Background: an optimization exercise with open tools, aiming at small area. Do not read the settings as production practice.
In this exercise RTL edits were held to simulation tests only and were not proved equivalent to the original.
Power figures rest on the tool's default switching activity, not on a simulated workload.

==> flow/design.v <==
module qsp_regfile (
    input  logic         clk,
    input  logic         rst_n,
    input  logic         we,         
    input  logic [3:0]   rd,
    input  logic [31:0]  wdata,
    input  logic [2:0]   flags,      
    output logic [479:0] regs        
);
    wire [31:0] d = wdata & {32{rst_n}};
    genvar i;
    generate
        for (i = 1; i < 15; i++) begin : g_r
            always_ff @(posedge clk)
                if (!rst_n || (we && rd == i)) regs[32*i-32 +: 32] <= d;
        end
    endgenerate
    always_ff @(posedge clk)
        if (!rst_n || (we && rd == 4'd15)) regs[479:451] <= d[31:3];
    always_ff @(posedge clk)
        if (!rst_n || we) regs[450:448] <= flags & {3{rst_n}};
endmodule
module qsp_core (
    input  logic         clk,
    input  logic         rst_n,
    input  logic [31:0]  instruction,
    output logic [31:0]  status_out,
    output logic         illegal
);
    wire [5:0]  opc = instruction[31:26];
    wire [3:0]  rd  = instruction[25:22];
    wire [3:0]  rs1 = instruction[21:18];
    wire [3:0]  rs2 = instruction[17:14];
    wire [31:0] imm = {{14{instruction[17]}}, instruction[17:0]};
    logic op_add, op_sub, op_mov, op_shl, op_shr, op2_reg;
    always_comb begin
        op_add = 1'b0; op_sub = 1'b0; op_mov = 1'b0; op_shl = 1'b0; op_shr = 1'b0;
        op2_reg = 1'b0; illegal = 1'b0;
        case (opc)
            6'h00, 6'h01, 6'h02, 6'h03, 6'h04,
            6'h15, 6'h1B, 6'h21, 6'h22: ;
            6'h11: op_add = 1'b1;
            6'h17: begin op_add = 1'b1; op2_reg = 1'b1; end
            6'h12: op_sub = 1'b1;
            6'h18: begin op_sub = 1'b1; op2_reg = 1'b1; end
            6'h16: op_mov = 1'b1;
            6'h1C: begin op_mov = 1'b1; op2_reg = 1'b1; end
            6'h1D: op_shl = 1'b1;
            6'h1E: begin op_shl = 1'b1; op2_reg = 1'b1; end
            6'h1F: op_shr = 1'b1;
            6'h20: begin op_shr = 1'b1; op2_reg = 1'b1; end
            default: illegal = 1'b1;
        endcase
    end
    wire we = op_add | op_sub | op_mov | op_shl | op_shr;
    logic        v1, v2, v3;
    logic [3:0]  rd1, rd2, rd3;
    logic [31:0] res1, res2, res3;
    logic        c2, c3, o2, o3;
    logic [479:0] regs;
    qsp_regfile regfile_inst (
        .clk   (clk),
        .rst_n (rst_n),
        .we    (v3),
        .rd    (rd3),
        .wdata (res3),
        .flags ({c3, o3, ~|res3}),
        .regs  (regs)
    );
    assign status_out = regs[479:448];
    wire fwd1 = v1 && (rd1 != 4'd0) && (rd1 == rs1);
    wire fwd2 = v1 && (rd1 != 4'd0) && (rd1 == rs2);
    logic [31:0] rf1, rf2;
    always_comb begin
        rf1 = '0;
        rf2 = '0;
        for (int i = 1; i < 16; i++) begin
            rf1 = rf1 | ({32{rs1 == i}} & regs[32*i-32 +: 32]);
            rf2 = rf2 | ({32{rs2 == i}} & regs[32*i-32 +: 32]);
        end
    end
    wire [31:0] op1  = fwd1 ? res1 : rf1;
    wire [31:0] rv2  = fwd2 ? res1 : rf2;
    wire [31:0] op2  = op2_reg ? rv2 : imm;
    wire [31:0] b = op_sub ? ~op2 : op2;
    wire [32:0] sum = {1'b0, op1} + {1'b0, b} + {32'd0, op_sub};
    logic [31:0] op1_rev, sh_rev;
    always_comb for (int i = 0; i < 32; i++) op1_rev[i] = op1[31-i];
    wire [31:0] shin = op_shl ? op1_rev : op1;
    wire        fill = op_shr & op1[31];
    wire [32:0] shx  = $signed({fill, shin}) >>> op2[4:0];
    wire [31:0] sh   = shx[31:0];
    always_comb for (int i = 0; i < 32; i++) sh_rev[i] = sh[31-i];
    wire [31:0] result = ({32{op_add | op_sub}} & sum[31:0])
                       | ({32{op_mov}} & op2)
                       | ({32{op_shr}} & sh)
                       | ({32{op_shl}} & sh_rev);
    logic as1, sub1, eq1, a1;
    wire  s1  = res1[31];
    wire  co1 = eq1 ? a1 : ~s1;             
    always_ff @(posedge clk) begin
        v1 <= rst_n & we;
        v2 <= rst_n & v1;
        v3 <= rst_n & v2;
        rd1 <= rd;  rd2 <= rd1;  rd3 <= rd2;
        res1 <= result; res2 <= res1; res3 <= res2;
        as1  <= op_add | op_sub;
        sub1 <= op_sub;
        eq1  <= op1[31] == b[31];
        a1   <= op1[31];
        c2 <= as1 & (co1 ^ sub1);
        o2 <= as1 & eq1 & (s1 != a1);
        c3 <= c2;
        o3 <= o2;
    end
endmodule
==> flow/flow/run.sh <==
#!/bin/bash
# Layout flow: the standard flow (standard.sh) with these changes:
#  - synthesis runs the standard script, except that ABC maps with map.abc,
#    a delay-constrained mapping with area recovery, in place of ORFS's
#    speed script (the flip-flops are mapped before ABC, as in the standard
#    synthesis);
#  - global placement is not timing driven;
#  - ports are buffered with buf_2;
#  - CTS uses clkbuf_16 in clusters of up to 20 sinks, without dummy loads.
# Each step's full log is in orfs/logs/; make's output is in make.log.
set -euo pipefail
W=$(pwd)
sed -e "s|log_cmd abc {\*}\$abc_args|log_cmd abc -script $W/flow/map.abc {*}[lrange \$abc_args 2 end]|" \
  "$FLOW_HOME/scripts/synth.tcl" > "$W/synth_map.tcl"
grep -q "flow/map.abc" "$W/synth_map.tcl"
sed -e "s|source \$::env(SCRIPTS_DIR)/synth.tcl|source $W/synth_map.tcl|" \
  "$W/synth_recipe.tcl" > "$W/synth_recipe_map.tcl"
grep -q "synth_map.tcl" "$W/synth_recipe_map.tcl"
bash standard.sh \
  SYNTH_SCRIPT="$W/synth_recipe_map.tcl" \
  GPL_TIMING_DRIVEN=0 \
  BUFFER_PORTS_ARGS="-buffer_cell sky130_fd_sc_hd__buf_2" \
  CTS_ARGS="-sink_clustering_enable -repair_clock_nets -sink_clustering_size 20 -sink_clustering_max_diameter 100 -buf_list sky130_fd_sc_hd__clkbuf_16 -dont_use_dummy_load" \
  finish > "$W/make.log" 2>&1
==> flow/flow/map.abc <==
strash
dch
map -D 4000
topo
stime -c
buffer -c
upsize -c -D 4000
dnsize -c -D 4000
==> flow/standard.sh <==
#!/bin/bash
# synth_recipe.tcl (not shown) runs the flow's synth.tcl, then flattens the netlist and writes it again
# the make line also repeats each setting of config.mk as NAME=value (left out here)
make -C /OpenROAD-flow-scripts/flow DESIGN_CONFIG=/design/flow/config.mk WORK_HOME=/design/flow/orfs CLKGATE_MAP_FILE= SYNTH_SCRIPT=/design/flow/synth_recipe.tcl "${@:-finish}"
==> flow/config.mk <==
export PLATFORM = sky130hd
export DESIGN_NAME = qsp_core
export DESIGN_NICKNAME = qsp_core
export VERILOG_FILES = /design/flow/design.v
export SDC_FILE = /design/flow/constraint.sdc
export NUM_CORES = 4
export LEC_CHECK = 0
export CAP_MARGIN = 20
export CORE_MARGIN = 2
export CORE_UTILIZATION = 55
export PLACE_DENSITY = 0.65
export SLEW_MARGIN = 20
==> flow/constraint.sdc <==
create_clock -name core_clock -period 7.0 [get_ports {clk}]
set_input_delay 1.4000 -clock core_clock [delete_from_list [all_inputs] [get_ports {clk}]]
set_output_delay 1.4000 -clock core_clock [all_outputs]
set_load 0.01 [all_outputs]
==> summary.txt, run 1 <==
outcome: finished with violations
violated checks: setup timing
Cell variety after synth: 48
Mapped Area: 28850 sq um
Hold WC Path Type: reg2reg
DRT Pass-1 Iters: 7
Post-synth EDFFs: 480
Worst Setup Start Kind: input port
Switching Share: 0.3137
DRC: 0
Final Critical Period: 7.008 ns
Rel. slew slack: 0.06499
Via density: 7.260
Worst Clk Skew: 0.04611 ns
Synth async-reset ratio: 0
Avg Cell Area, Syn: 10.08 sq um
Die X: 233.0 um
Pint: 5445 uW
Total GRT Usage: 0.4531
net load switching power: 2489 uW
core box area: 51610 sq um
clk buf depth: 3
buffer and inverter count on the worst path: 5
clock latency at the later pin of the worst-skew pair: 0.59 ns
flops & latches, synth: 599
Crit path top cell by count: nand2_1
Seq/Total Area, Yosys: 0.5822
hold_buf cts: 0
Starting Density: 0.5590
GRT overflow: 0
die height: 233.0 um
global-route wire length before repair: 173.3 mm
# fillers: 4135
Layout Nets: 3095
synthesized instance count: 2862
Slew @ Worst Pin: 1.384 ns
Yosys top cell area share: 0.4996
io pins: 67
Achievable Freq: 142.7 MHz
Worst-path clk slew: 0.08 ns
initial antenna violation count: 5
largest net degree at the start of global routing: 21
final setup fails: 2
Slowest-stage cell, CP: a2111oi_1
setup_tns: -0.01107 ns
synth cell count leaders: 480 x edfxtp_1, 442 x nand2_1, 318 x inv_1
share of layout cells above drive strength 1: 0.1114
Detail Route Antenna Nets: 0
DR iter-0 viols: 6141
clock power share: 0.259
CTS tree: built
worst vdd ir: 0.2666 mV
CP Class: in2reg
post-route setup slack: -0.007866 ns
P_leak: 0.01222 uW
die area: 54310 sq um
Hold Fails Final Rpt: 0
vias in the first global route: 24740
via count: 26910
Syn. warnings: 2
post-synth top area cell: edfxtp_1
fin crit share: 1.001
Crit path max-delay family: compound AO/OA/AOI/OAI gates
Required @ worst endpoint: 7.41 ns
CP endpoint kind: flip-flop
cell with the most instances after synthesis: edfxtp_1
WHS: 0.3324 ns
dpl hpwl: 93.28 mm
WL/cell: 33.85 um
CP max FO: 10
Data arrival, critical path: 7.42 ns
slowest cell delay on critical path: 1.10 ns
CTS sink count: 599
IO buf count: 66
Area contributors post-synth: edfxtp_1 50%, dfxtp_1 8.3%, nand2_1 5.8%, a221oi_1 4.6%, inv_1 4.1%
Inserted Clock Buffers: 35
syn nets: 2931
routed wire length: 125.5 mm
row cnt: 83
worst path cell trace: buf_2 -> inv_1 -> nor2_1 -> nand2_2 -> clkinvlp_4 -> buf_4 -> buf_2 -> a22oi_1 -> nand2_1 -> a221oi_1 -> nand4_1 -> a2111oi_1 -> nor2_1 -> nand2_1 -> nand2_1 -> o21ai_0 -> mux2i_1 -> o21ai_0 -> nand2_1 -> o211ai_1 -> o21ai_0 -> a22oi_1 -> o221ai_1
Pins Over Slew Limit: 0
Max Cap Viol: 0
Power Density: 244.0 nW/um^2
H-tree depth: 2
combinational power share: 0.205
Power Total: 7933 uW
Sequential Power Share: 0.537
area grow syn2layout: 12.68%
CTS Root Cell: clkbuf_16
GP Congestion: 1.023
post-placement setup slack: -2.547 ns
ys flop type: edfxtp_1
cell usage in the layout (no fill, tap or decap), drive strengths merged, types with 47 or more instances in the layout:
master  instances
clkbuf        155
nand3          57
o21ai         224
a221oi        153
inv           312
dfxtp         119
nand2         442
buf           175
a22oi          98
edfxtp        480
o22ai          47
nor2          220
a21oi         162
worst paths after layout:
kind | startpoint | endpoint | slack (ns) | cells past startpoint
setup / recovery | instruction[18] | res1[23]$_DFF_P_ | -0.008 | 23
hold / removal | res2[15]$_DFF_P_ | res3[15]$_DFF_P_ | 0.33 | 0
setup reg to reg | rd1[0]$_DFF_P_ | res1[23]$_DFF_P_ | 0.55 | 18
hold reg to reg | res2[15]$_DFF_P_ | res3[15]$_DFF_P_ | 0.33 | 0
power groups by stage:
stage	Combinational [uW]	Clock (uW)	Sequential, uW
floorplan	831	0	4270
global placement	1400	0	4330
detailed placement	1460	0	4320
CTS	1490	1990	4240
global route	1690	2110	4270
finish	1620	2050	4260
metrics by stage:
stage                 util  std cells  cell area (sq um)
floorplan                -       2862              28850
global placement    0.5819       3608              30030
global route        0.6298       3704              32500
finish              0.6299       3706              32510
CTS                 0.6215       3677              32080
detailed placement  0.5983       3636              30880
sequential cells by signal, summed over array words and instances, names as in the netlist:
signal / flops
c3: 1
c2: 1
res3: 32
rd3: 4
o3: 1
v3: 1
o2: 1
v2: 1
regfile_inst.regs: 480
eq1: 1
sub1: 1
res2: 32
res1: 32
as1: 1
rd1: 4
v1: 1
rd2: 4
a1: 1
worst register-to-register path, cell delays in order (launching register included):
cell	delay, ns
dfxtp_1	0.37
o41ai_1	0.36
inv_1	0.10
nand3_1	0.10
nor2_2	0.16
inv_1	0.19
clkbuf_1	0.70
clkbuf_1	0.77
a41oi_1	0.76
nand2_1	0.21
nand2_1	0.14
nor2_1	0.13
a31oi_1	0.07
o21ai_0	0.33
o21ai_0	0.16
o21ai_0	0.65
o21ai_0	0.40
a22oi_1	0.46
o221ai_1	0.25
repair_timing:
item / in CTS / in global routing
buffers inserted: 8 / 24
endpoints found under the setup margin: 31 / 15
pin swaps: 3 / 8
gates resized for setup: 100 / 84
final cells by class:
cell class / instances / area (sq um) / share of cell area
antenna: 2 / 5.005 / 0.0001539
sequential: 599 / 16800 / 0.5166
inverter: 337 / 1331 / 0.04095
tap: 680 / 850.8 / 0.02617
clock buffer: 35 / 875.8 / 0.02694
multi-input combinational: 1756 / 10550 / 0.3244
buffer: 168 / 838.3 / 0.02579
timing repair buffer: 129 / 1265 / 0.03891
kinds of logic (layout without fill, tap and decap cells):
kind of cell | count (synthesis) | in the layout | share of synthesized area
adders and majority gates | 35 | 35 | 0.01544
xor gates and xnor gates | 48 | 48 | 0.01457
other | 0 | 2 | 0
muxes | 12 | 12 | 0.004163
AOI/OAI and AO/OA | 877 | 877 | 0.2039
buffers and inverters | 507 | 669 | 0.07012
and+or+nand+nor | 784 | 784 | 0.1097
DFF | 599 | 599 | 0.5822
routing by layer:
layer	GRT usage	routed length [um]
met1	0.6274	45330
met2	0.6257	49480
met3	0.1714	22490
met4	0.2144	8118
met5	0	40
==> inputs of run 2 (changes only) <==
--- a/flow/design.v
+++ b/flow/design.v
@@ -57,5 +57,5 @@
     logic [3:0]  rd1, rd2, rd3;
     logic [31:0] res1, res2, res3;
-    logic        c2, c3, o2, o3;
+    logic        c1, c2, c3, o1, o2, o3;
     logic [479:0] regs;
     qsp_regfile regfile_inst (
@@ -85,4 +85,5 @@
     wire [31:0] b = op_sub ? ~op2 : op2;
     wire [32:0] sum = {1'b0, op1} + {1'b0, b} + {32'd0, op_sub};
+    wire        ovf = (op1[31] == b[31]) && (sum[31] != op1[31]);
     logic [31:0] op1_rev, sh_rev;
     always_comb for (int i = 0; i < 32; i++) op1_rev[i] = op1[31-i];
@@ -96,7 +97,4 @@
                        | ({32{op_shr}} & sh)
                        | ({32{op_shl}} & sh_rev);
-    logic as1, sub1, eq1, a1;
-    wire  s1  = res1[31];
-    wire  co1 = eq1 ? a1 : ~s1;             
     always_ff @(posedge clk) begin
         v1 <= rst_n & we;
@@ -105,12 +103,8 @@
         rd1 <= rd;  rd2 <= rd1;  rd3 <= rd2;
         res1 <= result; res2 <= res1; res3 <= res2;
-        as1  <= op_add | op_sub;
-        sub1 <= op_sub;
-        eq1  <= op1[31] == b[31];
-        a1   <= op1[31];
-        c2 <= as1 & (co1 ^ sub1);
-        o2 <= as1 & eq1 & (s1 != a1);
-        c3 <= c2;
-        o3 <= o2;
+        c1 <= (op_add & sum[32]) | (op_sub & ~sum[32]);
+        o1 <= (op_add | op_sub) & ovf;
+        c2 <= c1; c3 <= c2;
+        o2 <= o1; o3 <= o2;
     end
 endmodule
==> flow/run.sh (new file) <==
#!/bin/bash
# synth_recipe.tcl (not shown) runs the flow's synth.tcl, then flattens the netlist and writes it again
# the make line also repeats each setting of config.mk as NAME=value (left out here)
make -C /OpenROAD-flow-scripts/flow DESIGN_CONFIG=/design/flow/config.mk WORK_HOME=/design/flow/orfs CLKGATE_MAP_FILE= SYNTH_SCRIPT=/design/flow/synth_recipe.tcl finish
--- a/flow/config.mk
+++ b/flow/config.mk
@@ -8,5 +8,4 @@
 export CAP_MARGIN = 20
 export CORE_MARGIN = 2
-export CORE_UTILIZATION = 55
-export PLACE_DENSITY = 0.65
+export CORE_UTILIZATION = 40
 export SLEW_MARGIN = 20
removed: flow/flow/run.sh
removed: flow/flow/map.abc
removed: flow/standard.sh
==> run 2 against run 1 <==
  * The run now finishes clean
  * Wire length increased by 26%
  * Register-to-register slack improved by 0.69 ns
  * Sequential power about the same
  * Critical path depth increased by 3
  * Final cell count increased by 9.6%
  * Clock skew decreased by 0.015 ns
  * Sequential share of layout area decreased by 6.7 points
  * Synthesized cell count decreased by 4.2%
==> summary.txt, run 2 <==
Total GRT Usage: 0.3795
Detail Route Antenna Nets: 0
# fillers: 7014
ys flop type: edfxtp_1
GP Congestion: 1.065
setup_tns: 0 ns
post-route setup slack: 0.2196 ns
post-synth top area cell: edfxtp_1
Seq/Total Area, Yosys: 0.5353
Hold WC Path Type: reg2reg
Data arrival, critical path: 7.31 ns
Worst Clk Skew: 0.03144 ns
net load switching power: 3004 uW
Slew @ Worst Pin: 1.157 ns
Hold Fails Final Rpt: 0
clk buf depth: 3
Pint: 6787 uW
syn nets: 2811
clock power share: 0.355
routed wire length: 157.6 mm
fin crit share: 0.9686
synth cell count leaders: 480 x edfxtp_1, 170 x a22oi_1, 135 x nor2_1
DRC: 0
Crit path top cell by count: buf_4
most frequent cells in the layout: 480 x edfxtp_1, 314 x buf_4, 170 x a22oi_1, 126 x nor2_1, 119 x nand2_1
Max Cap Viol: 0
core box area: 77470 sq um
post-route insts no fill: 4062
largest net degree at the start of global routing: 47
CTS tree: built
max reg flops: 480
Starting Density: 0.4041
Area contributors post-synth: edfxtp_1 46%, dfxtp_1 7.5%, a22oi_1 4.1%, mux2i_1 3.1%, mux2_2 2.2%
final setup fails: 0
Inserted Clock Buffers: 66
Power Density: 262.8 nW/um^2
Required @ worst endpoint: 7.53 ns
RR Startpoint: rd1[1]$_DFF_P_
P_leak: 0.01362 uW
Avg Cell Area, Syn: 11.42 sq um
DRT Pass-1 Iters: 8
Rel. slew slack: 0.2205
Worst Setup Start Kind: input port
Sequential Power Share: 0.436
vias in the first global route: 28080
worst vdd ir: 0.1918 mV
die area: 80520 sq um
RSZ-0062 raised after global routing: no
slowest cell delay on critical path: 0.45 ns
Via density: 7.108
via count: 28870
post-placement setup slack: -0.4252 ns
die height: 283.8 um
cell with the most instances after synthesis: edfxtp_1
WL/cell: 38.80 um
dpl hpwl: 109.4 mm
CP max FO: 13
global-route wire length before repair: 217.2 mm
CP startpoint: instruction[15]
CTS sink count: 597
IO buf count: 66
GRT overflow: 0
Yosys top cell area share: 0.4604
Slowest-stage cell, CP: clkdlybuf4s50_1
Syn. warnings: 2
row cnt: 102
Die X: 283.8 um
outcome: complete, no violations
Top reg by flops: regfile_inst.regs
Power Total: 9791 uW
DR iter-0 viols: 5537
hold_sp: res2[29]$_DFF_P_
Cell variety after synth: 95
clock latency at the later pin of the worst-skew pair: 0.62 ns
initial antenna violation count: 14
combinational power share: 0.209
R2R Setup Slk: 1.24 ns
dpl cells: 3938
Synth async-reset ratio: 0
Worst-path clk slew: 0.06 ns
io pins: 67
flops & latches, synth: 597
share of layout cells above drive strength 1: 0.1915
Mapped Area: 31310 sq um
Achievable Freq: 147.5 MHz
Layout Nets: 3037
Post-synth EDFFs: 480
Switching Share: 0.3068
Final Critical Period: 6.780 ns
area grow syn2layout: 19.02%
synthesized instance count: 2741
CP endpoint kind: flip-flop
CTS Root Cell: clkbuf_16
CP Class: in2reg
commonest non-fill, non-tap cell in the layout: edfxtp_1
H-tree depth: 3
Pins Over Slew Limit: 0
-- run 2: changes by cell type after synthesis, moves of 52 or more --
cell	change
mux2_2	+61
buf_2	+57
a22oi_1	+72
mux2i_1	+84
a22o_1	+70
o21ai_0	-93
a21oi_1	-52
nor2_1	-85
and2_1	+52
a221oi_1	-85
inv_1	-265
nand2_1	-323
-- run 2: what timing repair did --
action,4_1_cts,5_1_grt
setup endpoints to repair,0,5
hold buffers,0,0
buffers inserted,0,1
resized for setup,0,4
-- run 2: path summary, 6_finish.rpt --
| check | end | depth (start not counted) |
|---|---|---|
| max | res1[30]$_DFF_P_ | 26 |
| min | res3[29]$_DFF_P_ | 0 |
| max reg2reg | res1[30]$_DFF_P_ | 22 |
| min reg2reg | res3[29]$_DFF_P_ | 0 |
-- run 2: cell type report --
| type | instances | area (sq um) | share of cell area |
|---|---|---|---|
| Antenna cell | 4 | 10.01 | 0.0002686 |
| Tap cell | 1040 | 1301 | 0.03492 |
| Multi-Input combinational cell | 1852 | 13520 | 0.3628 |
| Timing Repair Buffer | 394 | 3314 | 0.08896 |
| Clock buffer | 87 | 1887 | 0.05064 |
| Clock inverter | 32 | 261.5 | 0.007018 |
| Sequential cell | 597 | 16760 | 0.4497 |
| Inverter | 56 | 210.2 | 0.005642 |
-- run 2: stage by stage --
| step | hold WS (ns) | util | cell area [sq um] |
|---|---|---|---|
| finish | 0.3236 | 0.4810 | 37260 |
| CTS | 0.3211 | 0.4806 | 37230 |
| global route | 0.3241 | 0.4808 | 37250 |
| floorplan | 0.3096 | - | 31310 |
| detailed placement | 0.3121 | 0.4528 | 35080 |
| global placement | 0.3098 | 0.4527 | 35070 |
-- run 2: cell families after synthesis --
kind of cell	synth area share
simple gates	0.1055
mux	0.05560
compound gates	0.2290
xor+xnor	0.01791
flops	0.5353
buf+inv	0.04213
fa+ha+maj	0.01463
-- run 2: per-layer routing --
| metal | part of all wire | up-vias | GRT usage |
|---|---|---|---|
| li1 | - | 11440 | - |
| met1 | 0.36 | 14060 | 0.4766 |
| met2 | 0.42 | 2662 | 0.5583 |
| met3 | 0.14 | 693 | 0.1284 |
| met4 | 0.075 | 18 | 0.2437 |
| met5 | 0.0010 | - | 0 |
-- run 2: critical path, delay by kind of cell --
kind	cells	cell delay, ns
AO/OA/AOI/OAI	14	3.44
buffers and inverters	6	1.36
AND/OR/NAND/NOR	4	0.74
adder cells (fa/ha/maj)	1	0.23
XOR/XNOR	1	0.12
-- run 2: power groups by stage --
stage / sequential, uW / combinational [uW] / clock [uW]
2_1_floorplan: 4240 / 1040 / 0
3_3_place_gp: 4320 / 1950 / 0
3_5_place_dp: 4320 / 1950 / 0
4_1_cts: 4250 / 1960 / 3480
5_1_grt: 4270 / 2110 / 3620
6_report: 4270 / 2050 / 3470

-- static timing again, ports no longer ideal --
The flow's constraints put no driver on any port. The routed layouts listed below were extracted and timed again, unchanged, in two steps. Step 1 sets driving cells, clkbuf_16 on the clock port and buf_2 on the other inputs (assumed; they add their load-dependent delay and slew). Step 2, shift: input delay + t, output delay - t, t = (earliest + latest rising clock arrival at the registers) / 2. This alone moves slack from input paths to output paths. Three values: no drivers, after step 1, after step 2; two values: the first two.
run | t (ns) | setup slack, ns | worst setup path at the end | slew at the worst register clock pin (ns)
run 1 | 0.633 | -0.008 / 0.034 / -0.599 | input to register | 0.10 / 0.10
run 2 | 0.675 | 0.220 / 0.266 / -0.409 | input to register | 0.07 / 0.07
Met with ideal ports but missed after step 2: setup timing in run 2. The setup slack of run 2, which loses most, moves by +0.046 ns with the drivers and by -0.629 ns with both steps.
